What follows belongs to an exercise in optimizing a design on an open flow for small area and a short achievable clock period; a production flow would make more cautious choices. The RTL was checked by simulation tests, not by an equivalence proof against the original design. Power and IR drop assume default switching activity.

## flow/run.sh

```bash
#!/bin/bash
# synth_recipe.tcl (not shown) runs the flow's synth.tcl, then flattens the netlist and writes it again
# the make line also repeats each setting of config.mk as NAME=value (left out here)
make -C /OpenROAD-flow-scripts/flow DESIGN_CONFIG=/design/flow/config.mk WORK_HOME=/design/flow/orfs CLKGATE_MAP_FILE= SYNTH_SCRIPT=/design/flow/synth_recipe.tcl finish
```

## flow/config.mk

```make
export PLATFORM = sky130hd
export DESIGN_NAME = SM3_top
export DESIGN_NICKNAME = SM3_top
export VERILOG_FILES = /design/flow/design.v
export SDC_FILE = /design/flow/constraint.sdc
export NUM_CORES = 4
export LEC_CHECK = 0
export CAP_MARGIN = 20
export CORE_MARGIN = 2
export CORE_UTILIZATION = 40
export SLEW_MARGIN = 20
```

## flow/constraint.sdc

```tcl
create_clock -name core_clock -period 9.5 [get_ports {clk_in}]
set_input_delay 1.9000 -clock core_clock [delete_from_list [all_inputs] [get_ports {clk_in}]]
set_output_delay 1.9000 -clock core_clock [all_outputs]
set_load 0.01 [all_outputs]
```

## flow/design.v

```verilog
module SM3_top
	(
		clk_in,
		reset_n_in,
		SM3_en_in,
		msg_in,
		msg_valid_in,
		is_last_word_in,
		last_word_byte_in,
		sm3_result_out,
		sm3_finished_out
	);
input				clk_in,
					reset_n_in,
					SM3_en_in;
input	[31:0]		msg_in;
input				msg_valid_in;
input				is_last_word_in;
input	[1:0]		last_word_byte_in;
output	[255:0]		sm3_result_out;
output	reg			sm3_finished_out;
localparam [255:0]	IV = {32'h7380166f, 32'h4914b2b9, 32'h172442d7, 32'hda8a0600,
						  32'ha96f30bc, 32'h163138aa, 32'he38dee4d, 32'hb0fb0e4e};
localparam [31:0]	T0 = 32'h79cc4519;
localparam [31:0]	T1 = 32'h7a879d8a;
function [31:0] rotl;
	input [31:0] x;
	input integer n;
	rotl = (x << n) | (x >> (32 - n));
endfunction
function [31:0] add32;
	input [31:0] a;
	input [31:0] b;
	reg [31:0] g, p, pg, pp;
	integer i, d;
	begin
		g = a & b;
		p = a ^ b;
		pg = g;
		pp = p;
		for (d = 1; d < 32; d = d * 2)
			for (i = 31; i >= d; i = i - 1)
				begin
					pg[i] = pg[i] | (pp[i] & pg[i - d]);
					pp[i] = pp[i] & pp[i - d];
				end
		add32 = p ^ {pg[30:0], 1'b0};
	end
endfunction
function [31:0] maj;
	input [31:0] a;
	input [31:0] b;
	input [31:0] c;
	maj = (a & b) | (a & c) | (b & c);
endfunction
wire		clr = !reset_n_in || !SM3_en_in;
reg	[6:0]	cyc;
reg			slow;		 
reg			started;	 
reg			dmode;		 
reg			fin;		 
reg			pend80;		 
reg			done;		 
reg			inw;		 
reg			ld;			 
reg			early;		 
reg			upd;		 
reg	[54:0]	blk;		 
reg	[5:0]	lenq;		 
wire		at0		= (cyc == 7'd0);
wire		start	= at0 && !done && (dmode ? (msg_valid_in && started) : 1'b1);
wire		dw		= dmode && inw && (!at0 || start);	 
wire		lastw	= dw && is_last_word_in;
wire		pw		= !dmode && inw && (!at0 || start);	 
wire [6:0]	cyc_end	= slow ? 7'd69 : 7'd68;
wire		at_end	= (cyc == cyc_end);
wire		slow_n	= start ? (dmode && !is_last_word_in) : slow;
wire [6:0]	cyc_n	= start ? 7'd1 : (at_end || at0) ? 7'd0 : cyc + 7'd1;
always @(posedge clk_in)
	if (clr)
		begin
			cyc					<= 7'd0;
			slow				<= 1'b0;
			started				<= 1'b0;
			dmode				<= 1'b1;
			fin					<= 1'b0;
			pend80				<= 1'b0;
			done				<= 1'b0;
			inw					<= 1'b1;
			ld					<= 1'b1;
			early				<= 1'b1;
			upd					<= 1'b0;
			sm3_finished_out	<= 1'b0;
			blk					<= 55'd0;
			lenq				<= 6'd0;
		end
	else
		begin
			cyc					<= cyc_n;
			slow				<= slow_n;
			started				<= 1'b1;
			inw					<= (cyc_n < 7'd16);
			ld					<= (cyc_n < {6'd2, slow_n});
			early				<= (cyc_n < {6'd10, slow_n});
			upd					<= (cyc_n == {6'd34, slow_n});
			sm3_finished_out	<= (cyc_n == {6'd34, slow_n}) && fin;
			if (dw && cyc[3:0] == 4'd15 && (!is_last_word_in || last_word_byte_in == 2'b11))
				blk	<= blk + 55'd1;
			if (lastw)
				begin
					dmode	<= 1'b0;
					lenq	<= {cyc[3:0], 2'b00} + {4'd0, last_word_byte_in} + 6'd1;
					pend80	<= (last_word_byte_in == 2'b11);
					fin		<= (cyc[3:0] < 4'd13) || (cyc[3:0] == 4'd13 && last_word_byte_in != 2'b11);
				end
			else if (pw)
				pend80	<= 1'b0;
			if (at_end)
				begin
					if (fin)
						done	<= 1'b1;
					else if (!dmode)
						fin		<= 1'b1;	 
				end
		end
reg	[31:0]	w0, w1, w2, w3, w4, w5, w6, w7, w8, w9, w10, w11, w12, w13, w14, w15;
wire [31:0]	fmt		= !is_last_word_in				? msg_in :
					  last_word_byte_in == 2'b00	? {msg_in[31:24], 8'h80, 16'h0} :
					  last_word_byte_in == 2'b01	? {msg_in[31:16], 8'h80, 8'h0} :
					  last_word_byte_in == 2'b10	? {msg_in[31:8],  8'h80} :
													  msg_in;
wire [31:0]	padw	= (pend80 ? 32'h8000_0000 : 32'd0) |
					  ((fin && cyc[3:0] == 4'd14) ? blk[54:23] : 32'd0) |
					  ((fin && cyc[3:0] == 4'd15) ? {blk[22:0], lenq, 3'b000} : 32'd0);
wire [31:0]	xp		= w0 ^ w7 ^ rotl(w13, 15);
wire [31:0]	expw	= xp ^ rotl(xp, 15) ^ rotl(xp, 23) ^ rotl(w3, 7) ^ w10;
wire [31:0]	genw	= inw ? padw : expw;
wire [31:0]	wnew	= (inw && dmode) ? fmt : genw;
always @(posedge clk_in)
	{w0, w1, w2, w3, w4, w5, w6, w7, w8, w9, w10, w11, w12, w13, w14, w15} <=
	{w1, w2, w3, w4, w5, w6, w7, w8, w9, w10, w11, w12, w13, w14, w15, wnew};
wire [31:0]	wj		= slow ? w11 : w12;
wire [31:0]	wj4		= slow ? w15 : genw;
reg	[31:0]	ra, rb, rc, rd, re, rf, rg, rh;
reg	[255:0]	V;
reg	[31:0]	T;
wire [31:0]	va = V[255:224], vb = V[223:192], vc = V[191:160], vd = V[159:128];
wire [31:0]	ve = V[127:96],  vf = V[95:64],   vg = V[63:32],   vh = V[31:0];
wire [31:0]	a12		= rotl(ra, 12);
wire [31:0]	s1		= add32(a12 ^ re ^ T, {maj(a12, re, T), 1'b0} );
wire [31:0]	ss1		= rotl(s1, 7);
wire [31:0]	ff		= early ? (ra ^ rb ^ rc) : maj(ra, rb, rc);
wire [31:0]	gg		= early ? (re ^ rf ^ rg) : ((re & rf) | (~re & rg));
wire [31:0]	wp		= wj ^ wj4;
wire [31:0]	p1s		= ff ^ rd ^ wp;
wire [31:0]	p1c		= {maj(ff, rd, wp), 1'b0};
wire [31:0]	q1s		= p1s ^ p1c ^ a12;
wire [31:0]	q1c0	= maj(p1s, p1c, a12);			 
wire [31:0]	q1c1	= maj(p1s, p1c, ~a12);			 
wire [31:0]	c1s		= q1s ^ ss1;
wire [31:0]	c1c		= (ss1 & q1c1) | (~ss1 & q1c0);
wire [31:0]	tt1		= add32(c1s, {c1c[30:0], 1'b0});
wire [31:0]	p2s		= gg ^ rh ^ wj;
wire [31:0]	p2c		= {maj(gg, rh, wj), 1'b0};
wire [31:0]	c2s		= p2s ^ p2c ^ ss1;
wire [31:0]	c2c		= maj(p2s, p2c, ss1);
wire [31:0]	tt2		= add32(c2s, {c2c[30:0], 1'b0});
wire [31:0]	p0		= tt2 ^ rotl(tt2, 9) ^ rotl(tt2, 17);
wire [1:0]	lstep	= at0 ? 2'd0 : cyc[1:0] - {1'b0, slow};
wire [31:0]	a_ld	= lstep == 2'd0 ? rotl(vd, 23) :
					  lstep == 2'd1 ? rotl(vc, 23) :
					  lstep == 2'd2 ? vb : va;
wire [31:0]	e_ld	= lstep == 2'd0 ? rotl(vh, 13) :
					  lstep == 2'd1 ? rotl(vg, 13) :
					  lstep == 2'd2 ? vf : ve;
always @(posedge clk_in)
	begin
		ra	<= ld ? a_ld : tt1;
		rb	<= ra;
		rc	<= rotl(rb, 9);
		rd	<= rc;
		re	<= ld ? e_ld : p0;
		rf	<= re;
		rg	<= rotl(rf, 19);
		rh	<= rg;
		T	<= ld ? T0 : (cyc == (slow ? 7'd20 : 7'd19)) ? rotl(T1, 16) : rotl(T, 1);
	end
wire [255:0] vnext = V ^ ({ra, rb, rc, rd, re, rf, rg, rh} & {256{upd}});
always @(posedge clk_in)
	V	<= clr ? IV : vnext;
assign	sm3_result_out	= vnext;
endmodule
```

==> results of run 1 <==
## synth_stat cells (21+ instances only)
cell and instances:
o21ai_0 164, mux2i_1 145, dfxtp_1 1135, a22o_1 21, nand2_1 467, fa_1 217, a22oi_1 30, o22ai_1 24
nor2_1 244, mux2_2 68, nor3_1 34, ha_1 106, and3_1 38, clkbuf_1 134, a21oi_1 253, xnor2_1 509
inv_1 204, a21o_1 46, buf_1 21, a211oi_1 27, or3_1 22, and2_1 148, xor2_1 204, nand3_1 61
nand2b_1 148
## cell families (layout without fill, tap and decap cells)
kind of cell | after synthesis | in the layout | synth area share
other | 0 | 6 | 0
AND/OR/NAND/NOR | 1239 | 1239 | 0.123
AO/OA/AOI/OAI | 677 | 677 | 0.0849
multiplexers | 215 | 215 | 0.0461
adder cells (fa/ha/maj) | 324 | 324 | 0.117
XOR/XNOR | 724 | 724 | 0.133
buffers and inverters | 373 | 759 | 0.0294
flip-flops | 1135 | 1135 | 0.467
## critical path: stages, from the launching register on
cell      delay [ps]
dfxtp_1          440
inv_1            190
fa_1             520
inv_1             50
ha_1             220
fa_1             480
a21oi_1          240
nor2_1           100
o211a_1          260
o41a_1           490
a211o_1          390
a211oi_4         340
nor2_2           130
o311ai_4         410
fa_1             460
ha_1             370
nand3_1           90
o22ai_1          360
o221ai_1         280
o211a_1          320
nor3_1           560
o221ai_1         250
xnor2_1          430
xnor3_1          490
o21ai_1          120
## metal layers
metal	up-vias	GRT usage
li1	16000	-
met1	17000	0.355
met2	941	0.431
met3	188	0.0351
met4	0	0.0907
met5	-	0
## metrics by stage
stage	total power [µW]	hold WS (ps)	instances	setup slack, ps	utilization
final	11400	292	6691	1390	0.477
after global routing	11800	308	6685	1130	0.477
after CTS	11500	294	6684	1640	0.477
after detailed placement	6770	312	6468	1710	0.444
after global placement	6770	310	6468	1720	0.444
after floorplan	6250	310	4687	2930	-
## where the power goes
group	total, µW	switching (µW)	internal [µW]
Combinational	1670	986	683
Clock	4730	2000	2730
Sequential	5030	92.3	4940
## cell type report
| type | instances | area share |
|---|---|---|
| multi-input combinational | 3179 | 0.428 |
| sequential | 1135 | 0.396 |
| clock buffer | 173 | 0.0604 |
| timing repair buffer | 338 | 0.0572 |
| tap | 1612 | 0.0351 |
| inverter | 205 | 0.0135 |
| clock inverter | 43 | 0.00931 |
| antenna | 6 | 0.000262 |
## how the worst max path moves through the flow
| stage | start | to | cells after the start |
|---|---|---|---|
| 2_1_floorplan | ra[21] | re[7] | 24 |
| 3_3_place_gp | ra[21] | re[7] | 24 |
| 3_5_place_dp | ra[21] | re[7] | 24 |
| 4_1_cts | ra[21] | re[7] | 24 |
| 5_1_grt | ra[21] | re[7] | 24 |
| 6_report | ra[21] | re[7] | 24 |
==> flow_metrics.tcl, run 1 <==
set metrics [dict create \
    status "finished clean" \
    async_flop_share 0 \
    rsz0062_at_grt "false" \
    largest_register_ffs 256 \
    fin_crit_ps 8110 \
    crit_path_end_kind "flop" \
    dr_total_vias 34100 \
    clock_sinks 1135 \
    rrSetupSlack_ps 1390 \
    slew_headroom 0.137 \
    dr.max_layer_used "met4" \
    fillers 11200 \
    port_buffers 295 \
    grt_pass1_wl_mm 237 \
    seq_area_um2 22700 \
    drt_pre_antenna_iters 8 \
    cts_tree "built" \
    nets 5337 \
    wl_met2_mm 78.4 \
    drive_above_1_share 0.0688 \
    multi_input_area_um2 24600 \
    reg2reg_depth 24 \
    grt_max_degree 176 \
    r2r-end "re[7]" \
    cts_htree_levels 3 \
    finalSetupViolCount 0 \
    cts_hold_buf 0 \
    drt_iter0_drc 2516 \
    synth-main-ff-cell "dfxtp_1" \
    r2r_start "ra[21]" \
    crit_arrival_ps 8780 \
    ant_nets 0 \
    synth_area_um2 48700 \
    final_common_cell "dfxtp_1" \
    hpwl_mm 131 \
    final_cell_mix "1130 x dfxtp_1, 508 x xnor2_1, 466 x nand2_1" \
    clockRootBuffer "clkbuf_16" \
    antenna_found_initial 2 \
    hold_viol 0 \
    max-vdd-ir-drop_mv 0.173 \
    largestRegisters "V x256, blk x55" \
    finClkSkew_ps 73.4 \
    rows 127 \
    synth.area.top_cells "dfxtp_1 47%, xnor2_1 9.2%, fa_1 8.9%, xor2_1 3.7%, nand2_1 3.6%" \
    worstSetupPathType "flop to flop" \
    post_drt_wl_per_cell_um 24.9 \
    ys_types 81 \
    fp.dieW_um 353 \
    die_height_um 353 \
    grt_pass1_vias 33700 \
    cts_resized 0 \
    yosysSeqAreaShare 0.467 \
    hold_end "w4[20]" \
    area_growth_pct 18.0 \
    gp_congestion 0.974 \
    grt_overflow 0 \
    cp-start-kind "flop" \
    synth_edf_count 0 \
    syn_inst 4687 \
    grt_use_total 0.262 \
    wl_met3_mm 7.93 \
    viasPerCell 5.10 \
    min_delay_path_depth 0 \
    place_area_um2 53400 \
    synth_nets 5049 \
    critPathMaxFanout 5 \
    clockBufferDepth 3 \
    synth-seq-cells 1135 \
    hp-class "flop to flop" \
    yosysTopAreaCell "dfxtp_1" \
    postSynthAreaPerCell_um2 10.4 \
    p_leak_uw 0.0232 \
    totalWireLength_mm 166 \
    fin_crit_sh 0.853 \
    dieArea_um2 124000 \
    yosys_warnings 1 \
    cap_viol_max_count 0 \
    drt-met1-wl_mm 74.3 \
    fp.coreArea_um2 120000 \
    start_util 0.405 \
    insertion_delay_ps 760 \
    cts_buffers 116 \
    cts_setup_buffers 0 \
    power_density_nw_per_um2 199 \
    tightest_slew_ps 1260 \
    drc 0 \
    top_register "V" \
    ioPinCount 296 \
    timing.fmax_ghz 0.123 \
    clk_pin_slew_ps 60 \
    fin_area_um2 57400 \
    cp.required_ps 10180 \
    setup_tns_ps 0 \
    synth_top_area_frac 0.467 \
    hp-start "w5[20]" \
    slew_viol_final 0 \
]
==> run 2: changes to the inputs <==
--- a/flow/config.mk
+++ b/flow/config.mk
@@ -7,5 +7,6 @@
 export LEC_CHECK = 0
 export CAP_MARGIN = 20
 export CORE_MARGIN = 2
-export CORE_UTILIZATION = 40
+export CORE_UTILIZATION = 60
+export CTS_BUF_LIST = sky130_fd_sc_hd__clkbuf_8
 export SLEW_MARGIN = 20
==> flow_metrics.tcl, run 2 <==
set metrics [dict create \
    status "finished clean" \
    totalWireLength_mm 157 \
    clock_sinks 1135 \
    grt_overflow 0 \
    fin_crit_ps 7880 \
    min_delay_path_depth 0 \
    fin_crit_sh 0.830 \
    viasPerCell 5.64 \
    synth-seq-cells 1135 \
    drt_pre_antenna_iters 5 \
    max-vdd-ir-drop_mv 0.148 \
    clockRootBuffer "clkbuf_8" \
    hp-class "flop to flop" \
    r2r_start "ra[21]" \
    p_leak_uw 0.0233 \
    post_drt_wl_per_cell_um 25.3 \
    slowest_stage "a211oi_1" \
    timing.fmax_ghz 0.127 \
    crit_arrival_ps 8570 \
    die_height_um 289 \
    ant_nets 0 \
    cp-start-kind "flop" \
    rsz0062_at_grt "false" \
    tightest_slew_ps 1200 \
    multi_input_area_um2 24600 \
    syn_inst 4687 \
    cts_resized 0 \
    grt_use_total 0.375 \
    yosysMostFrequentCell "dfxtp_1" \
    drt_iter0_drc 3222 \
    clk_pin_slew_ps 60 \
    critPathMaxFanout 5 \
    synth_top_area_frac 0.467 \
    worstSetupPathType "flop to flop" \
    hold_viol 0 \
    drive_above_1_share 0.0783 \
    area_growth_pct 15.9 \
    cts_buffers 177 \
    synth_area_um2 48700 \
    clockBufferDepth 3 \
    synth.area.top_cells "dfxtp_1 47%, xnor2_1 9.2%, fa_1 8.9%, xor2_1 3.7%, nand2_1 3.6%" \
    finClkSkew_ps 70.5 \
    drc 0 \
    hold_end "w13[6]" \
    ys_types 81 \
    fp.dieW_um 289 \
    final_common_cell "dfxtp_1" \
    seq_area_um2 22700 \
    grt_max_degree 187 \
    rows 104 \
    async_flop_share 0 \
    grt_pass1_wl_mm 224 \
    yosys_warnings 1 \
    critPathBufInv 4 \
    port_buffers 295 \
    insertion_delay_ps 860 \
    dr_total_vias 35200 \
    finalSetupViolCount 0 \
    synth_nets 5049 \
    synth-main-ff-cell "dfxtp_1" \
    power_density_nw_per_um2 196 \
    hpwl_mm 122 \
    critical-path-top-delay-family "compound AO/OA/AOI/OAI gates" \
    yosysSeqAreaShare 0.467 \
    cts_htree_levels 4 \
    slew_headroom 0.176 \
    cts_tree "built" \
    cts_hold_buf 0 \
    start_util 0.605 \
    reg2reg_depth 26 \
    synth_common_cells "1135 x dfxtp_1, 509 x xnor2_1, 467 x nand2_1, 253 x a21oi_1, 244 x nor2_1" \
    postSynthAreaPerCell_um2 10.4 \
    nets 5392 \
    largestRegisters "V x256, blk x55" \
    grt_pass1_vias 34100 \
    dieArea_um2 83400 \
    slowest_delay_ps 660 \
    final_cell_mix "1130 x dfxtp_1, 509 x xnor2_1, 466 x nand2_1" \
    crit_path_end_kind "flop" \
    fillers 6256 \
    cp.required_ps 10190 \
    cts_setup_buffers 0 \
    ioPinCount 296 \
    hp-start "w14[6]" \
    setup_tns_ps 0 \
    rrSetupSlack_ps 1620 \
    final_util 0.702 \
    antenna_found_initial 5 \
    largest_register_ffs 256 \
    cap_viol_max_count 0 \
    top_register "V" \
    yosysTopAreaCell "dfxtp_1" \
    fp.coreArea_um2 80400 \
    gp_congestion 1.04 \
    slew_viol_final 0 \
    synth_edf_count 0 \
    r2r-end "re[0]" \
]
==> run 2: cell families after synthesis <==
family	Yosys count	synth area share
buffers and inverters	373	0.0294
and+or+nand+nor	1239	0.123
AOI/OAI and AO/OA	677	0.0849
adders and majority gates	324	0.117
DFF	1135	0.467
xor gates and xnor gates	724	0.133
muxes	215	0.0461
==> run 2: power by group <==
part | leakage [µW] | switching, µW | internal (µW)
Combinational | 0.0118 | 1060 | 683
Sequential | 0.00934 | 103 | 4940
Clock | 0.00216 | 2040 | 2240
==> run 2: worst max path at each step <==
| stage | from | end | slack (ps) | cells past startpoint |
|---|---|---|---|---|
| global route | ra[21] | re[7] | 1310 | 24 |
| detailed placement | ra[21] | re[7] | 1730 | 24 |
| floorplan | ra[21] | re[7] | 2930 | 24 |
| finish | ra[21] | re[0] | 1620 | 26 |
| global placement | ra[21] | re[7] | 1930 | 24 |
| CTS | ra[21] | re[7] | 1750 | 24 |
==> run 2: worst reg2reg max path, delay by kind of cell (launching register included) <==
family / cells / cell delay [ps]
AOI/OAI and AO/OA: 10 / 3340
adders and majority gates: 5 / 2200
buffers and inverters: 4 / 380
and+or+nand+nor: 4 / 530
xor gates and xnor gates: 3 / 840
DFF: 1 / 480
==> run 2: final cells by class <==
class | instances | area share
flip-flops and latches | 1135 | 0.403
inverters | 205 | 0.0137
multi-input cells | 3179 | 0.435
well taps | 1060 | 0.0235
repair buffers | 332 | 0.0577
diodes | 3 | 0.000133
clock buffers | 216 | 0.0527
clock inverters | 105 | 0.0141
==> run 2: layer usage <==
metal  global-route usage  vias up  part of all wire
met4                0.201        0             0.058
met1                0.494    17200              0.41
met5                    0        -                 0
li1                     -    16100                 -
met3               0.0726      331             0.078
met2                0.584     1504              0.45
==> run 2: per-stage QoR <==
stage	total power (µW)	setup WS [ps]	instance area [µm²]	instances	hold slack (ps)
2_1_floorplan	6250	2930	48700	4687	310
3_3_place_gp	6810	1930	52600	5909	309
3_5_place_dp	6820	1730	52600	5910	312
4_1_cts	11100	1750	56400	6231	284
5_1_grt	11400	1310	56400	6233	295
6_report	11100	1620	56400	6235	278
==> run 3: changes to the inputs <==
--- a/flow/config.mk
+++ b/flow/config.mk
@@ -9,4 +9,5 @@
 export CORE_MARGIN = 2
 export CORE_UTILIZATION = 60
 export CTS_BUF_LIST = sky130_fd_sc_hd__clkbuf_8
+export SETUP_SLACK_MARGIN = 2.5
 export SLEW_MARGIN = 20
==> flow_metrics.tcl, run 3 <==
set metrics [dict create \
    ant_nets 0 \
    synthAdderAreaFrac 0.117 \
    grt_use_total 0.375 \
    synth_nets 5049 \
    clockRootBuffer "clkbuf_8" \
    grt_overflow 0 \
    insertion_delay_ps 870 \
    path_common_cell "fa_1" \
    max-vdd-ir-drop_mv 0.147 \
    fin_crit_sh 0.726 \
    p_leak_uw 0.0235 \
    r2r_start "re[11]" \
    grt_max_degree 187 \
    finClkSkew_ps 67.6 \
    port_buffers 295 \
    finalSetupViolCount 0 \
    synth.area.top_cells "dfxtp_1 47%, xnor2_1 9.2%, fa_1 8.9%, xor2_1 3.7%, nand2_1 3.6%" \
    slew_viol_final 0 \
    hold_end "w13[6]" \
    seq_area_um2 22800 \
    fillers 6235 \
    min_delay_path_depth 0 \
    dieArea_um2 83400 \
    power_density_nw_per_um2 196 \
    viasPerCell 5.63 \
    hold_viol 0 \
    top_register "V" \
    status "finished clean" \
    area_growth_pct 16.7 \
    reg2reg_depth 24 \
    grt_pass1_vias 34200 \
    rrSetupSlack_ps 2600 \
    largestRegisters "V x256, blk x55" \
    slew_headroom 0.164 \
    drc 0 \
    slowest_stage "dfxtp_1" \
    synthXorXnorAreaFrac 0.133 \
    fin_crit_ps 6900 \
    ioPinCount 296 \
    drt_iter0_drc 3177 \
    nets 5405 \
    critical-path-top-delay-family "compound AO/OA/AOI/OAI gates" \
    crit_path_end_kind "flop" \
    synth_compound_area_frac 0.0849 \
    start_util 0.605 \
    gp_congestion 1.04 \
    dp_cells 5910 \
    drt_pre_antenna_iters 6 \
    yosysTopAreaCell "dfxtp_1" \
    ys_types 81 \
    setup_tns_ps 0 \
    syn_inst 4687 \
    final_common_cell "dfxtp_1" \
    synth_area_um2 48700 \
    finalNonFillerCells 6247 \
    fp.dieW_um 289 \
    grt_pass1_wl_mm 225 \
    timing.fmax_ghz 0.145 \
    clock_sinks 1135 \
    cp-start-kind "flop" \
    synth_top_area_frac 0.467 \
    yosysMostFrequentCell "dfxtp_1" \
    cts_htree_levels 4 \
    async_flop_share 0 \
    synthSimpleGateAreaFrac 0.123 \
    yosys_warnings 1 \
    post_drt_wl_per_cell_um 25.3 \
    dr_total_vias 35200 \
    final_cell_mix "1122 x dfxtp_1, 494 x xnor2_1, 466 x nand2_1" \
    antenna_found_initial 5 \
    crit_arrival_ps 7690 \
    drive_above_1_share 0.0885 \
    cts_tree "built" \
    cts_buffers 177 \
    synth-main-ff-cell "dfxtp_1" \
    hp-class "flop to flop" \
    hpwl_mm 122 \
    clk_pin_slew_ps 70 \
    critPathMaxFanout 8 \
    r2r-end "re[25]" \
    cap_viol_max_count 0 \
    postSynthAreaPerCell_um2 10.4 \
    rsz0062_at_grt "true" \
    cp_cell_sequence "fa_1, ha_1, a21oi_1, o21ai_1, o21a_1, o41a_1, a211o_1, a211oi_4, nor2_4, xnor2_2, inv_1, fa_1, inv_1, fa_1, nor2b_1, o31a_1, o21bai_4, a2111oi_4, buf_4, o21ai_0, nand2_1, xnor2_2, xor3_1, mux2i_1" \
    cp.required_ps 10290 \
    clockBufferDepth 3 \
    critPathBufInv 3 \
    synth_common_cells "1135 x dfxtp_1, 509 x xnor2_1, 467 x nand2_1, 253 x a21oi_1, 244 x nor2_1" \
    muxShareOfSynthArea 0.0461 \
    worstSetupPathType "flop to flop" \
    synth_top_family_by_area "XOR/XNOR gates" \
    yosysSeqAreaShare 0.467 \
    totalWireLength_mm 158 \
    die_height_um 289 \
    tightest_slew_ps 1220 \
    hp-start "w14[6]" \
    crit_path_start "re[11]" \
    rows 104 \
    fp.coreArea_um2 80400 \
    slowest_delay_ps 660 \
    multi_input_area_um2 24800 \
    synth_edf_count 0 \
    synth-seq-cells 1135 \
    largest_register_ffs 256 \
]
==> run 3: how the worst max path moves through the flow <==
| stage | endpoint | cells past startpoint |
|---|---|---|
| 2_1_floorplan | re[7] | 24 |
| 3_3_place_gp | re[7] | 24 |
| 3_5_place_dp | re[7] | 24 |
| 4_1_cts | re[1] | 24 |
| 5_1_grt | re[31] | 23 |
| 6_report | re[25] | 24 |
==> run 3: area by class of cell <==
cell class                      count  share of cell area
Antenna cell                        2           0.0000881
Multi-Input combinational cell   3179               0.437
Inverter                          205              0.0136
Clock buffer                      216              0.0524
Sequential cell                  1135               0.401
Tap cell                         1060              0.0234
Timing Repair Buffer              345              0.0591
Clock inverter                    105              0.0140
==> run 3: power by group <==
part | internal [µW] | total (µW) | switching [µW]
clock | 2240 | 4290 | 2040
sequential | 4940 | 5040 | 103
combinational | 726 | 1820 | 1100
==> run 3: metrics by stage <==
stage          hold slack (ps)  total power [µW]   util  area, µm²  setup WS [ps]
2_1_floorplan              310              6250      -      48700           2930
3_3_place_gp               309              6810  0.654      52600           1930
3_5_place_dp               312              6820  0.655      52600           1730
4_1_cts                    284             11100  0.704      56600           2510
5_1_grt                    295             11500  0.706      56800           2350
6_report                   285             11200  0.706      56800           2600
==> run 3: cell families after synthesis <==
logic type	Yosys count
DFF	1135
adders and majority gates	324
buffers and inverters	373
AOI/OAI and AO/OA	677
xor gates and xnor gates	724
muxes	215
and+or+nand+nor	1239
==> run 3: worst register-to-register path, cell delays in order, from the launching register on <==
cell       delay [ps]
dfxtp_1           660
fa_1              520
ha_1              340
a21oi_1           170
o21ai_1           180
o21a_1            290
o41a_1            460
a211o_1           320
a211oi_4          330
nor2_4            100
xnor2_2           190
inv_1              90
fa_1              560
inv_1              60
fa_1              400
nor2b_1           180
o31a_1            240
o21bai_4          120
a2111oi_4         340
buf_4             200
o21ai_0           140
nand2_1           150
xnor2_2           190
xor3_1            470
mux2i_1           130
==> run 3: repair_timing <==
item,4_1_cts,5_1_grt
hold endpoints to repair,0,0
gates resized for setup,18,33
buffers inserted,9,4
endpoints found under the setup margin,34,40
hold buffers,0,0
pin swaps,10,7
==> run 3: routing by layer <==
metal  vias to the layer above  global-route usage  share of wire
met5                         -                   0              0
met4                         0               0.206          0.061
met3                       349              0.0731          0.077
met2                      1462               0.583           0.45
met1                     17200               0.495           0.41
li1                      16100                   -              -
==> run 4: changes to the inputs <==
--- a/flow/config.mk
+++ b/flow/config.mk
@@ -9,5 +9,5 @@
 export CORE_MARGIN = 2
 export CORE_UTILIZATION = 60
 export CTS_BUF_LIST = sky130_fd_sc_hd__clkbuf_8
-export SETUP_SLACK_MARGIN = 2.5
+export SETUP_SLACK_MARGIN = 3.5
 export SLEW_MARGIN = 20
==> flow_metrics.tcl, run 4 <==
set metrics [dict create \
    synth-seq-cells 1135 \
    fin_crit_sh 0.685 \
    drt_pre_antenna_iters 6 \
    area_growth_pct 20.0 \
    largestRegisters "V x256, blk x55" \
    clock_sinks 1135 \
    min_delay_path_depth 0 \
    synth_nets 5049 \
    clockRootBuffer "clkbuf_8" \
    clk_pin_slew_ps 70 \
    totalWireLength_mm 164 \
    timing.fmax_ghz 0.154 \
    critPathMaxFanout 6 \
    grt_max_degree 191 \
    synth_top_area_frac 0.467 \
    cts_tree "built" \
    finalSetupViolCount 0 \
    grt_pass1_wl_mm 232 \
    postSynthAreaPerCell_um2 10.4 \
    synth_edf_count 0 \
    final.setup.worst_slack_ps 2990 \
    cts_htree_levels 4 \
    r2r_start "ra[22]" \
    syn_inst 4687 \
    max-vdd-ir-drop_mv 0.147 \
    hold_end "w7[13]" \
    crit_path_start "ra[22]" \
    reg2reg_depth 22 \
    yosysTopAreaCell "dfxtp_1" \
    dieArea_um2 83400 \
    fin_crit_ps 6510 \
    whs_ps 306 \
    synth_common_cells "1135 x dfxtp_1, 509 x xnor2_1, 467 x nand2_1, 253 x a21oi_1, 244 x nor2_1" \
    largest_register_ffs 256 \
    ant_nets 0 \
    gp_congestion 1.02 \
    final_common_cell "dfxtp_1" \
    post_drt_wl_per_cell_um 26.0 \
    place_ws_ps 2230 \
    grt_pass1_vias 35200 \
    crit_arrival_ps 7330 \
    fin_area_um2 58400 \
    p_leak_uw 0.0241 \
    final_cell_mix "1100 x dfxtp_1, 465 x nand2_1, 451 x xnor2_1" \
    status "finished clean" \
    hpwl_mm 126 \
    antenna_found_initial 1 \
    yosysMostFrequentCell "dfxtp_1" \
    ys_types 81 \
    yosysSeqAreaShare 0.467 \
    hp-start "w8[13]" \
    rows 104 \
    async_flop_share 0 \
    slew_headroom 0.117 \
    grt_overflow 0 \
    grt_use_total 0.389 \
    cp-start-kind "flop" \
    slew_viol_final 0 \
    drt_iter0_drc 3242 \
    tightest_slew_ps 1290 \
    fp.dieW_um 289 \
    insertion_delay_ps 900 \
    synth-main-ff-cell "dfxtp_1" \
    finClkSkew_ps 62.5 \
    clockBufferDepth 3 \
    top_register "V" \
    rsz0062_at_grt "true" \
    synth.area.top_cells "dfxtp_1 47%, xnor2_1 9.2%, fa_1 8.9%, xor2_1 3.7%, nand2_1 3.6%" \
    fp.coreArea_um2 80400 \
    viasPerCell 5.68 \
    cts_hold_buf 0 \
    ioPinCount 296 \
    hold_viol 0 \
    port_buffers 295 \
    hp-class "flop to flop" \
    nets 5457 \
    yosys_warnings 1 \
    r2r-end "re[7]" \
    rrSetupSlack_ps 2990 \
    synth_area_um2 48700 \
    cp.required_ps 10320 \
    die_height_um 289 \
    cap_viol_max_count 0 \
    start_util 0.605 \
    setup_tns_ps 0 \
    worstSetupPathType "flop to flop" \
    place_area_um2 52700 \
    drive_above_1_share 0.131 \
    drc 0 \
    crit_path_end_kind "flop" \
    cts_buffers 177 \
    dr_total_vias 35700 \
    power_density_nw_per_um2 199 \
]
[run 4: cell counts after synthesis]
No cell type changed its count.
[run 4: cell families (layout without fill, tap and decap cells)]
kind of cell               after synthesis  count (layout)  share of synthesized area
AOI/OAI and AO/OA                      677             677                     0.0849
buffers and inverters                  373             911                     0.0294
xor gates and xnor gates               724             724                      0.133
adders and majority gates              324             324                      0.117
DFF                                   1135            1135                      0.467
other                                    0               3                          0
and+or+nand+nor                       1239            1239                      0.123
muxes                                  215             215                     0.0461
[run 4: critical path: stages, from the launching register on]
cell,delay (ps)
dfxtp_2,510
fa_1,530
ha_1,340
a211oi_1,310
o211ai_1,220
o211ai_1,170
a21oi_1,120
o21ai_0,320
a21oi_1,210
nor2b_2,400
inv_1,130
fa_1,570
inv_1,70
ha_1,400
a21o_1,210
a21o_1,170
a21o_1,200
a21oi_1,370
nand3b_1,150
o221ai_2,220
xnor2_2,150
xnor3_2,500
o21ai_2,170
[run 4: repair_timing]
item	in CTS	in global routing
resized for setup	196	86
gates cloned	0	0
pin swaps	86	27
endpoints found under the setup margin	53	53
setup buffers	55	13
[run 4: how the worst max path moves through the flow]
stage                   to  slack (ps)  depth (start not counted)
floorplan           re[16]        3490                         26
global placement     re[6]        2150                         23
detailed placement   re[6]        2230                         23
CTS                  re[6]        3080                         24
global route         re[8]        2860                         27
finish               re[7]        2990                         22
[run 4: metrics by stage]
| step | instances | total power (µW) | utilization |
|---|---|---|---|
| finish | 6288 | 11600 | 0.726 |
| detailed placement | 5907 | 6860 | 0.655 |
| global placement | 5907 | 6860 | 0.655 |
| floorplan | 4687 | 6260 | - |
| global route | 6286 | 11900 | 0.726 |
| CTS | 6271 | 11400 | 0.720 |
[run 4: metal layers]
metal | vias to the layer above | share of wire | track usage
met3 | 391 | 0.083 | 0.0813
li1 | 16200 | - | -
met4 | 0 | 0.070 | 0.242
met1 | 17500 | 0.40 | 0.500
met2 | 1589 | 0.45 | 0.600
met5 | - | 0 | 0
[run 4: power by group]
part           total (µW)  switching, µW  leakage, µW  internal (µW)
logic                2220           1280       0.0126            944
registers            5050            108      0.00935           4940
clock network        4340           2020      0.00214           2320
total               11600           3410       0.0241           8200
[run 4: area by class of cell]
| class | instances | area [µm²] |
|---|---|---|
| flip-flops and latches | 1135 | 22800 |
| well taps | 1060 | 1330 |
| clock buffers | 221 | 3040 |
| multi-input cells | 3179 | 26000 |
| repair buffers | 397 | 3780 |
| fillers | 5843 | 22000 |
| diodes | 3 | 7.51 |
| clock inverters | 88 | 723 |
| inverters | 205 | 777 |
==> run 5: changes to the inputs <==
--- a/flow/config.mk
+++ b/flow/config.mk
@@ -9,5 +9,5 @@
 export CORE_MARGIN = 2
 export CORE_UTILIZATION = 60
 export CTS_BUF_LIST = sky130_fd_sc_hd__clkbuf_8
-export SETUP_SLACK_MARGIN = 3.5
+export SETUP_SLACK_MARGIN = 5
 export SLEW_MARGIN = 20
==> flow_metrics.tcl, run 5 <==
set metrics [dict create \
    status "finished clean" \
    drt_pre_antenna_iters 6 \
    cap_viol_max_count 0 \
    p_leak_uw 0.0261 \
    slew_headroom 0.112 \
    largest_register_ffs 256 \
    yosysMostFrequentCell "dfxtp_1" \
    viasPerCell 5.73 \
    insertion_delay_ps 870 \
    syn_inst 4687 \
    synth.area.top_cells "dfxtp_1 47%, xnor2_1 9.2%, fa_1 8.9%, xor2_1 3.7%, nand2_1 3.6%" \
    netSwitchingPower_uw 3450 \
    post_drt_wl_per_cell_um 26.5 \
    drt_iter0_drc 3566 \
    drive_above_1_share 0.168 \
    yosys_warnings 1 \
    antenna_found_initial 6 \
    crit_path_start "ra[22]" \
    grt_max_degree 192 \
    synth-main-ff-cell "dfxtp_1" \
    ioPinCount 296 \
    cp-start-kind "flop" \
    reg2reg_depth 24 \
    synth_compound_area_frac 0.0849 \
    seq_power_share 0.438 \
    crit_arrival_ps 7210 \
    clock_sinks 1135 \
    postSynthAreaPerCell_um2 10.4 \
    synth_edf_count 0 \
    worstSetupPathType "flop to flop" \
    hpwl_mm 124 \
    start_util 0.605 \
    grt_use_total 0.398 \
    grt_pass1_wl_mm 236 \
    clockBufferDepth 3 \
    nets 5476 \
    finClkSkew_ps 62.0 \
    async_flop_share 0 \
    max-vdd-ir-drop_mv 0.130 \
    dp_cells 5908 \
    power_density_nw_per_um2 192 \
    synth_common_cells "1135 x dfxtp_1, 509 x xnor2_1, 467 x nand2_1, 253 x a21oi_1, 244 x nor2_1" \
    final_cell_mix "1099 x dfxtp_1, 449 x nand2_1, 299 x xnor2_1" \
    finalSetupViolCount 0 \
    setup_tns_ps 0 \
    combPwrFrac 0.198 \
    area_growth_pct 23.6 \
    p_total_uw 11500 \
    r2r_start "ra[22]" \
    fp.coreArea_um2 80400 \
    drc 0 \
    totalWireLength_mm 168 \
    synth-seq-cells 1135 \
    ant_nets 0 \
    synthXorXnorAreaFrac 0.133 \
    synth_top_family_by_area "XOR/XNOR gates" \
    crit_path_end_kind "flop" \
    clk_pin_slew_ps 60 \
    hp-class "flop to flop" \
    endpoint "re[6]" \
    gp_congestion 1.01 \
    final.setup.worst_slack_ps 3020 \
    hold_viol 0 \
    dr_total_vias 36200 \
    grt_pass1_vias 35200 \
    cts_htree_levels 4 \
    yosysSeqAreaShare 0.467 \
    rsz0062_at_grt "true" \
    cts_tree "built" \
    yosysTopAreaCell "dfxtp_1" \
    cp.required_ps 10230 \
    fin_crit_ps 6480 \
    top_register "V" \
    clock_power_share 0.364 \
    place_ws_ps 2370 \
    critPathMaxFanout 6 \
    grt_overflow 0 \
    synthAdderAreaFrac 0.117 \
    fp.dieW_um 289 \
    timing.fmax_ghz 0.154 \
    whs_ps 308 \
    clockRootBuffer "clkbuf_8" \
    rows 104 \
    slew_viol_final 0 \
    p_int_uw 8090 \
    r2r-end "re[6]" \
    synth_top_area_frac 0.467 \
    cts_hold_buf 0 \
    cts_buffers 177 \
    port_buffers 295 \
    die_height_um 289 \
    dieArea_um2 83400 \
    muxShareOfSynthArea 0.0461 \
    ys_types 81 \
    rrSetupSlack_ps 3020 \
    synthSimpleGateAreaFrac 0.123 \
    p_sw_frac 0.299 \
    final_common_cell "dfxtp_1" \
    synth_nets 5049 \
    fin_crit_sh 0.682 \
    finalNonFillerCells 6322 \
    tightest_slew_ps 1290 \
    largestRegisters "V x256, blk x55" \
    synth_area_um2 48700 \
]
run 5: worst max-delay path, cell delays in order, from the launching register on:
cell,delay (ps)
dfxtp_2,490
fa_1,540
fa_2,440
a21oi_2,190
nor2_2,70
o211a_1,250
o41a_1,330
a211o_1,330
a211oi_4,350
nor2_4,80
xnor2_2,200
inv_1,70
fa_1,520
inv_2,50
fa_2,380
nor2b_4,130
o31a_1,230
o21bai_4,120
a2111oi_4,440
buf_4,180
nor2_1,60
xnor2_2,300
xor2_2,140
xnor2_2,350
o21ai_1,100
run 5: metal layers:
metal / GRT usage / part of all wire / up-vias
met1: 0.522 / 0.40 / 17900
met3: 0.0836 / 0.083 / 427
li1: - / - / 16300
met2: 0.602 / 0.45 / 1613
met4: 0.253 / 0.070 / 2
met5: 0 / 0.000078 / -
run 5: logic make-up after synthesis:
group           count (synthesis)
simple gates                 1239
flops                        1135
xor+xnor                      724
compound gates                677
buf+inv                       373
fa+ha+maj                     324
mux                           215
run 5: power by group through the flow:
stage	clock network (µW)	registers (µW)	logic [µW]
after global placement	0	5140	1760
after global routing	4450	5060	2360
after detailed placement	0	5140	1750
after floorplan	0	5100	1200
final	4200	5050	2290
after CTS	4230	5040	2040
run 5: how the worst min path moves through the flow:
stage	start	endpoint	slack (ps)	cells past startpoint
2_1_floorplan	w1[0]	w0[0]	310	0
3_3_place_gp	w2[3]	w1[3]	310	0
3_5_place_dp	w2[4]	w1[4]	310	0
4_1_cts	w6[7]	w5[7]	300	0
5_1_grt	w6[7]	w5[7]	300	0
6_report	w4[29]	w3[29]	310	0
run 5: cell type report:
type	count	area (µm²)
antenna	4	10.0
clock buffer	209	2880
clock inverter	114	782
fill	5631	20300
inverter	205	774
multi-input combinational	3179	27500
sequential	1135	22800
tap	1060	1330
timing repair buffer	416	4090
run 5: timing repair:
action,4_1_cts,5_1_grt
gates cloned,7,0
endpoints found under the hold margin,0,0
setup endpoints to repair,313,169
setup buffers,55,23
resized for setup,495,197
pin swaps,98,71
run 5: per-stage QoR:
stage | cell area [µm²] | util
floorplan | 48900 | -
detailed placement | 52900 | 0.657
finish | 60100 | 0.748
CTS | 59000 | 0.733
global placement | 52900 | 0.657
global route | 60100 | 0.748
==> run 6: changes to the inputs <==
--- a/flow/config.mk
+++ b/flow/config.mk
@@ -5,9 +5,10 @@
 export SDC_FILE = /design/flow/constraint.sdc
 export NUM_CORES = 4
 export LEC_CHECK = 0
+export ABC_AREA = 1
 export CAP_MARGIN = 20
 export CORE_MARGIN = 2
 export CORE_UTILIZATION = 60
 export CTS_BUF_LIST = sky130_fd_sc_hd__clkbuf_8
-export SETUP_SLACK_MARGIN = 5
+export SETUP_SLACK_MARGIN = 3.5
 export SLEW_MARGIN = 20
==> flow_metrics.tcl, run 6 <==
set metrics [dict create \
    cts_buffers 175 \
    yosys_warnings 1 \
    grt_pass1_wl_mm 268 \
    fin_crit_ps 5930 \
    drt-met1-wl_mm 74.9 \
    yosysTopAreaCell "dfxtp_1" \
    synth_common_cells "1226 x nand2_1, 1135 x dfxtp_1, 601 x inv_1, 445 x a21oi_1, 318 x xor2_1" \
    finalSetupViolCount 0 \
    nets 6479 \
    grt_max_degree 190 \
    die_height_um 295 \
    synth.area.top_cells "dfxtp_1 45%, nand2_1 9.1%, fa_1 8.6%, xor2_1 5.5%, inv_1 4.5%" \
    largestRegisters "V x256, blk x55" \
    synth_nets 6130 \
    worstSetupPathType "flop to flop" \
    fin_area_um2 59100 \
    drt_pre_antenna_iters 9 \
    start_util 0.606 \
    top_register "V" \
    wl_met2_mm 79.3 \
    cts_hold_buf 0 \
    slew_viol_final 0 \
    yosysSeqAreaShare 0.449 \
    antenna_found_initial 10 \
    cp.required_ps 10260 \
    p_leak_uw 0.0252 \
    reg2reg_depth 20 \
    dr.max_layer_used "met5" \
    cp-start-kind "flop" \
    drc 0 \
    viasPerCell 5.80 \
    max-vdd-ir-drop_mv 0.206 \
    clockBufferDepth 3 \
    finalNonFillerCells 7337 \
    rsz0062_at_grt "true" \
    insertion_delay_ps 920 \
    clk_pin_slew_ps 70 \
    final_util 0.708 \
    min_delay_path_depth 0 \
    dieArea_um2 86700 \
    cts_htree_levels 4 \
    ioPinCount 296 \
    rrSetupSlack_ps 3570 \
    clockRootBuffer "clkbuf_8" \
    power_density_nw_per_um2 188 \
    finClkSkew_ps 44.5 \
    r2r-end "ra[24]" \
    synth_top_area_frac 0.449 \
    grt_use_total 0.428 \
    largest_register_ffs 256 \
    yosysMostFrequentCell "nand2_1" \
    setup_tns_ps 0 \
    synth_edf_count 0 \
    fin_crit_sh 0.625 \
    hp-start "w2[21]" \
    critPathMaxFanout 29 \
    drive_above_1_share 0.124 \
    clock_sinks 1135 \
    cts_tree "built" \
    fp.dieW_um 295 \
    hold_end "w1[21]" \
    crit_path_end_kind "flop" \
    area_growth_pct 16.8 \
    timing.fmax_ghz 0.169 \
    dr_total_vias 42500 \
    place_area_um2 54600 \
    post_drt_wl_per_cell_um 25.6 \
    gp_congestion 1.07 \
    final_common_cell "nand2_1" \
    final_cell_mix "1217 x nand2_1, 1094 x dfxtp_1, 637 x inv_1" \
    syn_inst 5768 \
    cap_viol_max_count 0 \
    hp-class "flop to flop" \
    crit_arrival_ps 6690 \
    synth-seq-cells 1135 \
    fp.coreArea_um2 83600 \
    dp_cells 7008 \
    hpwl_mm 144 \
    whs_ps 316 \
    grt_overflow 0 \
    port_buffers 295 \
    slew_headroom 0.135 \
    tightest_slew_ps 1260 \
    r2r_start "slow" \
    totalWireLength_mm 188 \
    rows 106 \
    ant_nets 0 \
    grt_pass1_vias 40900 \
    synth_area_um2 50600 \
    drt_iter0_drc 4618 \
    postSynthAreaPerCell_um2 8.78 \
    wl_met3_mm 21.5 \
    synth-main-ff-cell "dfxtp_1" \
    status "finished clean" \
    ys_types 63 \
    async_flop_share 0 \
    hold_viol 0 \
]
-- run 6: cell type report --
type / instances / area (µm²)
diodes: 5 / 12.5
clock buffers: 218 / 3000
clock inverters: 94 / 748
fillers: 6267 / 24400
inverters: 607 / 2290
multi-input cells: 3850 / 25500
flip-flops and latches: 1135 / 22800
well taps: 1080 / 1350
repair buffers: 348 / 3410
-- run 6: how the worst max path moves through the flow --
stage          cells past startpoint   start     end  slack (ps)
6_report                          20    slow  ra[24]        3570
5_1_grt                           29  w7[17]  ra[23]        3400
4_1_cts                           27   ra[5]  re[11]        3520
3_5_place_dp                      30  ra[21]   re[7]        3150
3_3_place_gp                      30  ra[21]   re[7]        3240
2_1_floorplan                     28  ra[21]  re[11]        4490
-- run 6: critical path, cell delays in order, from the launching register on --
cell and delay (ps):
dfxtp_2 410, buf_4 490, mux2i_1 1080, xnor2_1 450, fa_1 680, fa_1 440
xor2_1 180, ha_1 340, a21oi_1 140, nand2_1 120, nand2_1 90, nand2_1 90
a21boi_1 230, o21ai_2 160, a21oi_1 290, nor2_1 80, nand2_1 70, nand2_1 80
xor2_1 150, nand2_1 90, nand2_1 100
-- run 6: what timing repair did --
action,4_1_cts,5_1_grt
gates resized for setup,27,115
setup buffers,1,11
pin swaps,0,4
setup endpoints to repair,37,49
-- run 6: report_power, final --
group / switching (µW) / leakage [µW] / internal (µW)
Clock: 2100 / 0.00209 / 2300
Combinational: 1080 / 0.0138 / 551
Sequential: 116 / 0.00934 / 4940
Total: 3300 / 0.0252 / 7790
-- run 6: logic make-up after synthesis --
family | Yosys count | synth area share
buffers and inverters | 783 | 0.0591
flip-flops | 1135 | 0.449
AO/OA/AOI/OAI | 947 | 0.103
AND/OR/NAND/NOR | 2010 | 0.173
multiplexers | 83 | 0.0177
adder cells (fa/ha/maj) | 323 | 0.112
XOR/XNOR | 487 | 0.0861
-- run 6: metal layers --
layer  up-vias  GRT usage
met5         -          0
met1     20400      0.575
met2      2459      0.623
met3       475      0.105
li1      19200          -
met4         6      0.258
-- run 6: stage by stage --
stage	power, µW	worst slack, ps
floorplan	6120	4490
global placement	6620	3240
CTS	11000	3520
detailed placement	6650	3150
finish	11100	3570
global route	11400	3400
==> run 7: changes to the inputs <==
--- a/flow/design.v
+++ b/flow/design.v
@@ -152,19 +152,10 @@
 wire [31:0]	ff		= early ? (ra ^ rb ^ rc) : maj(ra, rb, rc);
 wire [31:0]	gg		= early ? (re ^ rf ^ rg) : ((re & rf) | (~re & rg));
 wire [31:0]	wp		= wj ^ wj4;
-wire [31:0]	p1s		= ff ^ rd ^ wp;
-wire [31:0]	p1c		= {maj(ff, rd, wp), 1'b0};
-wire [31:0]	q1s		= p1s ^ p1c ^ a12;
-wire [31:0]	q1c0	= maj(p1s, p1c, a12);			 
-wire [31:0]	q1c1	= maj(p1s, p1c, ~a12);			 
-wire [31:0]	c1s		= q1s ^ ss1;
-wire [31:0]	c1c		= (ss1 & q1c1) | (~ss1 & q1c0);
-wire [31:0]	tt1		= add32(c1s, {c1c[30:0], 1'b0});
-wire [31:0]	p2s		= gg ^ rh ^ wj;
-wire [31:0]	p2c		= {maj(gg, rh, wj), 1'b0};
-wire [31:0]	c2s		= p2s ^ p2c ^ ss1;
-wire [31:0]	c2c		= maj(p2s, p2c, ss1);
-wire [31:0]	tt2		= add32(c2s, {c2c[30:0], 1'b0});
+wire [31:0]	x1		= ff + rd + wp;
+wire [31:0]	x2		= gg + rh + wj;
+wire [31:0]	tt1		= add32(x1, ss1 ^ a12);
+wire [31:0]	tt2		= add32(x2, ss1);
 wire [31:0]	p0		= tt2 ^ rotl(tt2, 9) ^ rotl(tt2, 17);
 wire [1:0]	lstep	= at0 ? 2'd0 : cyc[1:0] - {1'b0, slow};
 wire [31:0]	a_ld	= lstep == 2'd0 ? rotl(vd, 23) :
--- a/flow/config.mk
+++ b/flow/config.mk
@@ -5,7 +5,6 @@
 export SDC_FILE = /design/flow/constraint.sdc
 export NUM_CORES = 4
 export LEC_CHECK = 0
-export ABC_AREA = 1
 export CAP_MARGIN = 20
 export CORE_MARGIN = 2
 export CORE_UTILIZATION = 60
==> flow_metrics.tcl, run 7 <==
set metrics [dict create \
    crit_arrival_ps 7180 \
    synth-seq-cells 1135 \
    syn_inst 4940 \
    grt_pass1_wl_mm 248 \
    post_drt_wl_per_cell_um 27.0 \
    dieArea_um2 84300 \
    hpwl_mm 125 \
    reg2reg_depth 25 \
    rrSetupSlack_ps 3040 \
    insertion_delay_ps 910 \
    cp-start-kind "flop" \
    largestRegisters "V x256, blk x55" \
    synth-main-ff-cell "dfxtp_1" \
    yosysMostFrequentCell "dfxtp_1" \
    synth_top_area_frac 0.462 \
    async_flop_share 0 \
    hold_viol 0 \
    rsz0062_at_grt "true" \
    hold_end "w13[9]" \
    nets 5816 \
    slew_viol_final 0 \
    dr_total_vias 39300 \
    hp-start "w14[9]" \
    ioPinCount 296 \
    synth.area.top_cells "dfxtp_1 46%, xnor2_1 10%, fa_1 5.3%, ha_1 4.2%, xor2_1 3.9%" \
    fin_crit_ps 6460 \
    postSynthAreaPerCell_um2 9.96 \
    yosysTopAreaCell "dfxtp_1" \
    fp.coreArea_um2 81600 \
    cp.required_ps 10220 \
    cts_tree "built" \
    fillers 5467 \
    cts_buffers 176 \
    drive_above_1_share 0.196 \
    largest_register_ffs 256 \
    grt_max_degree 154 \
    fp.dieW_um 290 \
    crit_path_end_kind "flop" \
    die_height_um 290 \
    ys_types 88 \
    slew_headroom 0.184 \
    clockBufferDepth 3 \
    viasPerCell 5.87 \
    critPathMaxFanout 6 \
    setup_tns_ps 0 \
    synth_area_um2 49200 \
    port_buffers 295 \
    ant_nets 0 \
    drt_iter0_drc 4013 \
    synth_nets 5273 \
    grt_overflow 0 \
    finClkSkew_ps 64.9 \
    r2r_start "slow" \
    fin_crit_sh 0.680 \
    cts_htree_levels 4 \
    r2r-end "re[8]" \
    clk_pin_slew_ps 80 \
    max-vdd-ir-drop_mv 0.153 \
    timing.fmax_ghz 0.155 \
    p_leak_uw 0.0261 \
    hp-class "flop to flop" \
    clock_sinks 1135 \
    synth_edf_count 0 \
    cts_hold_buf 0 \
    yosysSeqAreaShare 0.462 \
    drc 0 \
    clockRootBuffer "clkbuf_8" \
    tightest_slew_ps 1220 \
    start_util 0.603 \
    antenna_found_initial 4 \
    rows 105 \
    yosys_warnings 1 \
    totalWireLength_mm 181 \
    synth_common_cells "1135 x dfxtp_1, 565 x xnor2_1, 465 x nand2_1, 277 x nor2_1, 260 x a21oi_1" \
    whs_ps 297 \
    cap_viol_max_count 0 \
    grt_pass1_vias 37600 \
    finalSetupViolCount 0 \
    drt_pre_antenna_iters 6 \
    worstSetupPathType "flop to flop" \
    top_register "V" \
    grt_use_total 0.402 \
    final_common_cell "dfxtp_1" \
    gp_congestion 1.02 \
    status "finished clean" \
    min_delay_path_depth 0 \
    power_density_nw_per_um2 202 \
    area_growth_pct 27.0 \
    final_cell_mix "1068 x dfxtp_1, 457 x nand2_1, 453 x xnor2_1" \
]
-- run 7: cell count changes in the layout (fill, tap and decap cells not counted), moves of 151 or more --
cell      previous run  this run
nand2_1           1217       457
buf_4               46       212
xnor2_1            140       453
a21oi_1            435       203
and2_1               0       151
nand3_1            252        75
inv_1              637       275
nand2b_1             0       152
or2_2              209         6
-- run 7: metal layers --
layer,GRT usage,vias to the layer above,share of wire
met5,0,-,0
met4,0.216,0,0.066
met3,0.0849,580,0.092
met2,0.636,2052,0.45
met1,0.516,19200,0.39
li1,-,17400,-
-- run 7: kinds of logic (layout without fill, tap and decap cells) --
kind of cell	after synthesis	count (layout)	share of synthesized area
other	0	3	0
XOR/XNOR	792	792	0.143
adder cells (fa/ha/maj)	294	294	0.0946
buffers and inverters	411	1088	0.0320
flip-flops	1135	1135	0.462
AO/OA/AOI/OAI	827	827	0.105
AND/OR/NAND/NOR	1305	1307	0.127
multiplexers	176	176	0.0363
-- run 7: how the worst max path moves through the flow --
| stage | to | from | cells after the start |
|---|---|---|---|
| finish | re[8] | slow | 25 |
| global route | re[8] | slow | 26 |
| CTS | ra[31] | w0[17] | 30 |
| detailed placement | re[31] | early | 28 |
| global placement | re[8] | early | 28 |
| floorplan | re[6] | early | 27 |
-- run 7: area by class of cell --
| type | count | area, µm² | area share |
|---|---|---|---|
| clock inverter | 103 | 976 | 0.0156 |
| sequential | 1135 | 22900 | 0.366 |
| tap | 1070 | 1340 | 0.0214 |
| clock buffer | 211 | 2900 | 0.0465 |
| antenna | 3 | 7.51 | 0.000120 |
| timing repair buffer | 539 | 5100 | 0.0816 |
| multi-input combinational | 3396 | 28400 | 0.455 |
| inverter | 235 | 890 | 0.0142 |
-- run 7: through the flow --
step / power, µW / cell area [µm²] / utilization / std cells / setup WS, ps
floorplan: 6520 / 49300 / - / 4940 / 3490
global placement: 7140 / 53200 / 0.652 / 6162 / 2040
detailed placement: 7130 / 53200 / 0.652 / 6162 / 1950
CTS: 11900 / 59900 / 0.734 / 6593 / 3280
global route: 12900 / 62500 / 0.766 / 6690 / 2890
finish: 12600 / 62500 / 0.766 / 6692 / 3040
-- run 7: worst max-delay path, stage by stage, from the launching register on --
cell	delay, ps
dfxtp_4	420
buf_4	170
buf_4	230
mux2i_4	520
fa_1	500
inv_1	80
ha_2	310
a21o_1	180
a31oi_2	280
nand3_2	140
a211oi_4	340
o21bai_4	120
a21o_1	180
a21oi_2	170
xnor2_2	180
ha_4	280
nand2_4	110
inv_1	110
a32oi_4	280
a31oi_4	80
a211oi_4	340
xnor2_2	130
xnor2_1	310
xnor3_1	510
xor2_1	190
mux2i_1	110
-- run 7: report_power, final --
part / internal (µW) / total, µW / switching, µW
Clock: 2390 / 4540 / 2140
Sequential: 4940 / 5080 / 144
Combinational: 1370 / 3020 / 1640
-- run 7: repair_timing --
item                       4_1_cts  5_1_grt
cloned                           6        0
gates resized for setup        373      339
setup endpoints to repair       55       53
setup buffers                  111       96
pin swaps                      134      184
==> run 8: changes to the inputs <==
--- a/flow/design.v
+++ b/flow/design.v
@@ -152,10 +152,19 @@
 wire [31:0]	ff		= early ? (ra ^ rb ^ rc) : maj(ra, rb, rc);
 wire [31:0]	gg		= early ? (re ^ rf ^ rg) : ((re & rf) | (~re & rg));
 wire [31:0]	wp		= wj ^ wj4;
-wire [31:0]	x1		= ff + rd + wp;
-wire [31:0]	x2		= gg + rh + wj;
-wire [31:0]	tt1		= add32(x1, ss1 ^ a12);
-wire [31:0]	tt2		= add32(x2, ss1);
+wire [31:0]	p1s		= ff ^ rd ^ wp;
+wire [31:0]	p1c		= {maj(ff, rd, wp), 1'b0};
+wire [31:0]	q1s		= p1s ^ p1c ^ a12;
+wire [31:0]	q1c0	= maj(p1s, p1c, a12);			 
+wire [31:0]	q1c1	= maj(p1s, p1c, ~a12);			 
+wire [31:0]	c1s		= q1s ^ ss1;
+wire [31:0]	c1c		= (ss1 & q1c1) | (~ss1 & q1c0);
+wire [31:0]	tt1		= add32(c1s, {c1c[30:0], 1'b0});
+wire [31:0]	p2s		= gg ^ rh ^ wj;
+wire [31:0]	p2c		= {maj(gg, rh, wj), 1'b0};
+wire [31:0]	c2s		= p2s ^ p2c ^ ss1;
+wire [31:0]	c2c		= maj(p2s, p2c, ss1);
+wire [31:0]	tt2		= add32(c2s, {c2c[30:0], 1'b0});
 wire [31:0]	p0		= tt2 ^ rotl(tt2, 9) ^ rotl(tt2, 17);
 wire [1:0]	lstep	= at0 ? 2'd0 : cyc[1:0] - {1'b0, slow};
 wire [31:0]	a_ld	= lstep == 2'd0 ? rotl(vd, 23) :
==> flow/flow/run.sh (new file) <==
#!/bin/bash
# Layout flow: the standard ORFS flow (standard.sh, standard synthesis
# unchanged), with two placement/CTS choices changed:
#  - the input and output port buffers are sky130_fd_sc_hd__buf_1 (the
#    smallest buffer) instead of the cell buffer_ports picks by default;
#  - clock tree synthesis adds no dummy loads; its buffers are clkbuf_8.
# The output of the whole run goes to flow_run.log in the work folder; the
# ORFS tools keep their own logs under orfs/logs/.
set -euo pipefail
export BUFFER_PORTS_ARGS="-buffer_cell sky130_fd_sc_hd__buf_1"
export CTS_ARGS="-sink_clustering_enable -repair_clock_nets -dont_use_dummy_load -buf_list sky130_fd_sc_hd__clkbuf_8"
bash standard.sh > flow_run.log 2>&1
==> flow/standard.sh (new file) <==
#!/bin/bash
# synth_recipe.tcl (not shown) runs the flow's synth.tcl, then flattens the netlist and writes it again
# the make line also repeats each setting of config.mk as NAME=value (left out here)
make -C /OpenROAD-flow-scripts/flow DESIGN_CONFIG=/design/flow/config.mk WORK_HOME=/design/flow/orfs CLKGATE_MAP_FILE= SYNTH_SCRIPT=/design/flow/synth_recipe.tcl "${@:-finish}"
removed: flow/run.sh
==> flow_metrics.tcl, run 8 <==
set metrics [dict create \
    area_growth_pct 13.8 \
    final_cell_mix "1095 x dfxtp_1, 464 x nand2_1, 458 x xnor2_1" \
    fp.coreArea_um2 80400 \
    gp_congestion 1.03 \
    hpwl_mm 126 \
    yosysTopAreaCell "dfxtp_1" \
    antenna_found_initial 5 \
    post_drt_wl_per_cell_um 26.2 \
    synth_edf_count 0 \
    cts_tree "built" \
    setup_tns_ps 0 \
    synth_top_family_by_area "XOR/XNOR gates" \
    clk_pin_slew_ps 60 \
    reg2reg_depth 21 \
    dr_total_vias 35300 \
    cts_buffers 178 \
    muxShareOfSynthArea 0.0461 \
    cp.required_ps 10190 \
    insertion_delay_ps 870 \
    syn_inst 4687 \
    yosys_warnings 1 \
    hp-class "flop to flop" \
    start_util 0.605 \
    path_common_cell "a21oi_1" \
    synth-seq-cells 1135 \
    rsz0062_at_grt "true" \
    cp-start-kind "flop" \
    synth_common_cells "1135 x dfxtp_1, 509 x xnor2_1, 467 x nand2_1, 253 x a21oi_1, 244 x nor2_1" \
    synth_top_area_frac 0.467 \
    fin_crit_ps 6370 \
    crit_path_end_kind "flop" \
    status "finished clean" \
    port_buffers 295 \
    cts_htree_levels 4 \
    hold_viol 0 \
    cp_cell_sequence "fa_1, ha_1, a21oi_1, o21ai_1, o21a_1, o41a_1, a211o_1, a211oi_4, nor2_4, o311ai_4, fa_2, ha_4, a21oi_1, o22ai_4, o221ai_2, o211a_1, or2_4, o21bai_4, xor2_2, xor3_2, mux2i_1" \
    grt_overflow 0 \
    ant_nets 0 \
    worstSetupPathType "flop to flop" \
    grt_use_total 0.381 \
    tightest_slew_ps 1180 \
    die_height_um 289 \
    yosysSeqAreaShare 0.467 \
    wl_met2_mm 71.3 \
    crit_arrival_ps 7070 \
    synthSimpleGateAreaFrac 0.123 \
    largestRegisters "V x256, blk x55" \
    power_density_nw_per_um2 190 \
    final.setup.worst_slack_ps 3130 \
    synthAdderAreaFrac 0.117 \
    dr.max_layer_used "met5" \
    clockRootBuffer "clkbuf_8" \
    max-vdd-ir-drop_mv 0.137 \
    fin_crit_sh 0.671 \
    clockBufferDepth 3 \
    synthXorXnorAreaFrac 0.133 \
    postSynthAreaPerCell_um2 10.4 \
    slew_headroom 0.189 \
    wl_met3_mm 12.6 \
    fin_area_um2 55400 \
    finalNonFillerCells 6168 \
    slowest_stage "xor3_2" \
    ioPinCount 296 \
    final_common_cell "dfxtp_1" \
    synth-main-ff-cell "dfxtp_1" \
    cap_viol_max_count 0 \
    clock_sinks 1135 \
    synth.area.top_cells "dfxtp_1 47%, xnor2_1 9.2%, fa_1 8.9%, xor2_1 3.7%, nand2_1 3.6%" \
    top_register "V" \
    nets 5470 \
    critPathMaxFanout 6 \
    place_ws_ps 2490 \
    dieArea_um2 83400 \
    ys_types 81 \
    min_delay_path_depth 0 \
    p_leak_uw 0.0224 \
    dp_cells 5916 \
    slowest_delay_ps 520 \
    p_total_uw 10500 \
    async_flop_share 0 \
    drive_above_1_share 0.119 \
    synth_nets 5049 \
    viasPerCell 5.73 \
    timing.fmax_ghz 0.157 \
    synth_area_um2 48700 \
    grt_pass1_vias 33800 \
    totalWireLength_mm 162 \
    yosysMostFrequentCell "dfxtp_1" \
    grt_max_degree 130 \
    place_area_um2 50900 \
    fp.dieW_um 289 \
    rrSetupSlack_ps 3130 \
    slew_viol_final 0 \
    finalSetupViolCount 0 \
    drt_iter0_drc 3082 \
    rows 104 \
    largest_register_ffs 256 \
    drt_pre_antenna_iters 6 \
    synth_compound_area_frac 0.0849 \
    grt_pass1_wl_mm 226 \
    finClkSkew_ps 109 \
    drc 0 \
    drt-met1-wl_mm 66.9 \
]
run 8: changes by cell type in the layout (fill, tap and decap cells not counted), sizes merged, moves of 41 or more:
| cell | delta |
|---|---|
| clkdlybuf4s50 | -295 |
| buf | +169 |
| inv | -91 |
| fa | +87 |
| ha | -58 |
| xnor2 | -55 |
| mux2 | +49 |
| o21ai | -41 |
run 8: what timing repair did:
item,4_1_cts,5_1_grt
hold buffers,0,0
pin swaps,58,62
gates resized for setup,126,158
endpoints found under the setup margin,53,51
hold endpoints to repair,0,0
buffers inserted,40,31
run 8: worst max-delay path, delay by kind of cell (launching register included):
family	cells	cell delay, ps
adders and majority gates	4	1630
DFF	1	420
AOI/OAI and AO/OA	12	2900
muxes	1	170
and+or+nand+nor	2	360
xor gates and xnor gates	2	750
run 8: final cells by class:
type | instances | area [µm²]
fill | 6290 | 25100
timing repair buffer | 409 | 2020
tap | 1060 | 1330
sequential | 1135 | 22800
multi-input combinational | 3179 | 26000
clock buffer | 178 | 2450
antenna | 2 | 5.00
inverter | 205 | 777
run 8: final timing paths:
| path | from | end |
|---|---|---|
| max | re[9] | re[1] |
| min | w1[0] | w0[0] |
| max reg2reg | re[9] | re[1] |
| min reg2reg | w1[0] | w0[0] |
run 8: kinds of logic after synthesis:
kind of cell,count (synthesis)
simple gates,1239
fa+ha+maj,324
mux,215
xor+xnor,724
buf+inv,373
flops,1135
compound gates,677
run 8: stage by stage:
stage | hold WS (ps) | utilization
after floorplan | 310 | -
after global placement | 310 | 0.633
after detailed placement | 312 | 0.633
after CTS | 248 | 0.676
after global routing | 252 | 0.688
final | 268 | 0.688
run 8: per-layer routing:
layer,global-route usage,up-vias
met3,0.0779,374
met5,0,-
li1,-,16100
met2,0.576,1441
met1,0.504,17400
met4,0.236,2
run 8: where the power goes:
group	switching, µW	internal, µW
Sequential	103	4940
Combinational	1220	928
Clock	1700	1640

## what the ideal ports hide
The flow's constraints put no driver on any port. The routed layouts listed below were extracted and timed again, unchanged, in two steps. Step 1 sets driving cells, clkbuf_16 on the clock port and buf_2 on the other inputs (assumed; they add their load-dependent delay and slew). Step 2 adds t to the input delays and takes it off the output delays; t is the mean of the earliest and latest rising clock arrival at the registers after step 1. Input paths then give back, and output paths get back, about the clock's delay inside the block. Three values: no drivers, after step 1, after step 2; two values: the first two.
| run | shift t [ns] | setup slack, ns | hold WS [ns] | worst setup path after step 2 | cell pins on the clock port's net |
|---|---|---|---|---|---|
| run 1 | 0.806 | 1.392 / 1.392 / 1.392 | 0.292 / 0.292 / 0.292 | register to register | 1 |
| run 2 | 0.893 | 1.618 / 1.618 / 1.618 | 0.278 / 0.278 / 0.278 | register to register | 1 |
| run 3 | 0.898 | 2.603 / 2.603 / 2.603 | 0.285 / 0.285 / 0.285 | register to register | 1 |
| run 4 | 0.935 | 2.992 / 2.992 / 2.992 | 0.306 / 0.306 / 0.306 | register to register | 1 |
| run 5 | 0.914 | 3.019 / 3.019 / 3.019 | 0.308 / 0.308 / 0.308 | register to register | 1 |
| run 6 | 0.972 | 3.567 / 3.562 / 3.567 | 0.315 / 0.315 / 0.315 | register to register | 1 |
| run 7 | 0.948 | 3.042 / 3.042 / 3.042 | 0.297 / 0.297 / 0.297 | register to register | 1 |
| run 8 | 0.884 | 3.126 / 3.126 / 3.126 | 0.268 / 0.268 / 0.268 | register to register | 1 |
After both steps setup and hold are still met in every run listed.
